Source: an optimization exercise on an open RTL-to-GDS flow (aim: small area, a short achievable clock period and few clock cycles per item). Production flows keep margins and buffers that such runs may drop.
RTL that was checked went through simulation tests only; none was proved equivalent to the original.
Power and IR drop assume default switching activity.

Setup of north:
## huffman
module huffman(clk, reset, gray_data, gray_valid, CNT_valid, CNT1, CNT2, CNT3, CNT4, CNT5, CNT6,
    code_valid, HC1, HC2, HC3, HC4, HC5, HC6, M1, M2, M3, M4, M5, M6);
input clk;
input reset;
input gray_valid;
input [7:0] gray_data;
output reg CNT_valid;
output [7:0] CNT1, CNT2, CNT3, CNT4, CNT5, CNT6;
output reg code_valid;
output [7:0] HC1, HC2, HC3, HC4, HC5, HC6;
output [7:0] M1, M2, M3, M4, M5, M6;
reg idle, counting, build;    
reg [5:0] sel;
reg [6:0] w[0:5];
reg [2:0] pos[0:5];
reg [4:0] hc[0:5];
reg [4:0] m[0:5];
reg par;         
reg merged;      
reg chk;         
reg comb;        
reg [3:1] pend;  
reg [2:0] ncomb;
integer i;
function lt7(input [6:0] x, input [6:0] z);
	reg [6:0] l, e;
	reg l65, e65, l43, e43, l21, e21, l6to3, e6to3, l2to0;
	begin
		l = ~x & z;
		e = ~(x ^ z);
		l65 = l[6] | (e[6] & l[5]);
		e65 = e[6] & e[5];
		l43 = l[4] | (e[4] & l[3]);
		e43 = e[4] & e[3];
		l21 = l[2] | (e[2] & l[1]);
		e21 = e[2] & e[1];
		l6to3 = l65 | (e65 & l43);
		e6to3 = e65 & e43;
		l2to0 = l21 | (e21 & l[0]);
		lt7 = l6to3 | (e6to3 & l2to0);
	end
endfunction
function [6:0] add7(input [6:0] x, input [6:0] z);
	reg [6:0] g, p, c;
	reg g10, g32, p32, g54, p54;
	begin
		g = x & z;
		p = x ^ z;
		g10 = g[1] | (p[1] & g[0]);
		g32 = g[3] | (p[3] & g[2]);
		p32 = p[3] & p[2];
  ...
clock: 6.0 ns
lec_check: 0
cap_margin: 20
core_margin: 2
core_utilization: 55
cts_buf_list: sky130_fd_sc_hd__clkbuf_8
cts_cluster_size: 30
setup_slack_margin: 3.9
slew_margin: 20
tns_end_percent: 5
standard.sh (not shown) runs the stock make flow with config.mk's settings and CLKGATE_MAP_FILE= SYNTH_SCRIPT=/design/flow/synth_recipe.tcl, a recipe that flattens the netlist after the stock synthesis.
==> flow/flow/run.sh <==
#!/bin/bash
# Standard layout, with plain buffers (instead of the delay buffers buffer_ports picks by
# default) on the input and output ports.
set -euo pipefail
export BUFFER_PORTS_ARGS="-buffer_cell sky130_fd_sc_hd__buf_2"
bash standard.sh > standard_flow.log 2>&1
north went all the way through synthesis, placement and routing and the layout is clean on timing, DRC and antenna.
The inputs of south differ from those of north as listed below.
- swapping 3.9 for 3.7 in SETUP_SLACK_MARGIN
- swapping 5 for 10 in TNS_END_PERCENT
==> flow/flow/run.sh <==
#!/bin/bash
# Standard layout, with two changes: plain buffers (instead of the delay buffers
# buffer_ports picks by default) on the input and output ports, and one tie
# cell per constant value shared by all constant outputs (instead of one per port).
set -euo pipefail
export BUFFER_PORTS_ARGS="-buffer_cell sky130_fd_sc_hd__buf_2"
export SKIP_REPAIR_TIE_FANOUT=1
bash standard.sh > standard_flow.log 2>&1
==> comparison <==
The run showing the smaller first-pass GRT wire length is north. In south, the via count came out 145 below the value in north. north → south: worst-case setup margin in the final layout saw a decrease, layout overhead on the synthesized area decreased 8.7 points.
#### Input delta (east over south)
==> flow/flow/run.sh <==
#!/bin/bash
# Standard layout, with plain buffers (instead of the delay buffers buffer_ports picks by
# default) on the input and output ports.
set -euo pipefail
export BUFFER_PORTS_ARGS="-buffer_cell sky130_fd_sc_hd__buf_2"
bash standard.sh > standard_flow.log 2>&1
==> comparison <==
Share of layout cells above drive strength 1: east < south
Against south, total wire length in east fell by a few percent.
Changes observed in east relative to south: worst setup slack went up 0.069 ns; remaining global-route overflow held.
Relative to south, east improves total internal power.
A capturing element of the worst setup path of w[2][2]$_DFF_P_ is what east shows, while pos[1][0]$_SDFF_PN1_ belongs to south.
Looking at flip-flop and latch share of the layout cell area, east sits 0.65 points below south.
In east, the total power draw came out 2.2% below the value in south.
east vs. south: final weighted congestion in routability-driven placement decreased by about 9% relative to the old numbers, number of clock buffers inserted by TritonCTS neither gained nor lost much.
When the final numbers for east and south were put side by side, the final cell utilization of the core turned out to be smaller in south.
#### Input delta (west over east)
- CTS_BUF_LIST now sky130_fd_sc_hd__clkbuf_4 sky130_fd_sc_hd__clkbuf_8, was sky130_fd_sc_hd__clkbuf_8
Results
east → west: hold slack barely changed, sequential power roughly the same, filler-free cell count of the finished design essentially unchanged, remaining global-route overflow saw little to no change.
Re number of stages on the worst setup path: no difference whatsoever between west and east.
Net switching power of the design: east vs west — no meaningful difference
No run of this note included a check of the RTL's function; only the layout flow was run.

== JK ==
Another version of the RTL of huffman (not shown whole).
Size: roughly 920 cells after synthesis, about 140 flip-flops, roughly 7800 um^2 of cells after synthesis.
clock: 6.0 ns
lec_check: 0
cap_margin: 20
core_margin: 2
core_utilization: 55
cts_buf_list: sky130_fd_sc_hd__clkbuf_8
cts_cluster_size: 30
setup_slack_margin: 3.8
slew_margin: 20
tns_end_percent: 10
==> flow/flow/run.sh <==
#!/bin/bash
# Standard layout, with two changes: plain buffers (instead of the delay buffers
# buffer_ports picks by default) on the input and output ports, and one tie
# cell per constant value shared by all constant outputs (instead of one per port).
set -euo pipefail
export BUFFER_PORTS_ARGS="-buffer_cell sky130_fd_sc_hd__buf_2"
export SKIP_REPAIR_TIE_FANOUT=1
bash standard.sh > standard_flow.log 2>&1
Testbench counts of JK, summed over its fixed seeds: cycles 23,029, frames 192.
> inputs changed (JK -> MS)
Settings: SETUP_SLACK_MARGIN: 3.8 -> 3.7.
Results
Both conditions hold for MS: the flow ran to the end and the final layout passed the timing, DRC and antenna checks.
Summary: with JK as the reference, achievable clock frequency in MS moved down by a few percent.
The higher global-route wire length before repair of JK and MS is in JK.
Summary of MS over JK: part of the power in registers went up by 1.6 points; routed wire length fell about 0.4%.
#### Input delta (AL over MS)
Settings: changing SETUP_SLACK_MARGIN from 3.7 to 3.6.
- Summary of the comparison: register-to-register path setup slack is lower in AL, relative to MS.
- Compare MS and AL | sum of met3 wire segment lengths after detailed routing higher: AL
- Looking only at met3 track demand over resource in global routing, and setting everything else aside, the higher value of MS and AL goes to AL.
- [diff] final area, AL relative to MS: improvement
- The non-clock buffer instance count of the final layout reported for AL is smaller than that of MS by 17%.
- AL vs MS — cell count of the worst reg-to-reg path dropped 2.

[what the ideal ports hide]
In the flow no input, the clock included, has a driving cell. The finished layouts below were timed again as built, in two steps.
Step 1, drivers: a clkbuf_16 drives clk and a buf_2 each remaining input, both assumed.
Step 2 moves the port delays by t, midway between the first and last clock arrival at a register: inputs arrive t later, outputs are due t later. That takes back most of the time a late clock gives input paths.
a / b / c = ideal / step 1 / step 2; a / b = the first two.
run | t (ns) | slack for setup (ns) | hold WS [ns] | latest minus earliest clock arrival (ns) | slew at the worst register clock pin (ns)
north | 0.493 | 3.623 / 3.594 / 3.623 | 0.449 / 0.449 / 0.449 | 0.012 / 0.011 | 0.09 / 0.09
south | 0.493 | 3.487 / 3.487 / 3.487 | 0.446 / 0.446 / 0.446 | 0.014 / 0.014 | 0.09 / 0.09
east | 0.494 | 3.556 / 3.542 / 3.556 | 0.465 / 0.465 / 0.465 | 0.012 / 0.012 | 0.09 / 0.09
west | 0.494 | 3.556 / 3.542 / 3.556 | 0.465 / 0.465 / 0.465 | 0.012 / 0.012 | 0.09 / 0.09
JK | 0.481 | 3.639 / 3.610 / 3.645 | 0.443 / 0.443 / 0.443 | 0.010 / 0.010 | 0.09 / 0.09
MS | 0.480 | 3.580 / 3.580 / 3.580 | 0.448 / 0.448 / 0.448 | 0.010 / 0.010 | 0.08 / 0.08
AL | 0.484 | 3.527 / 3.527 / 3.527 | 0.448 / 0.448 / 0.448 | 0.010 / 0.010 | 0.08 / 0.08
After both steps setup and hold are still met in every run listed.
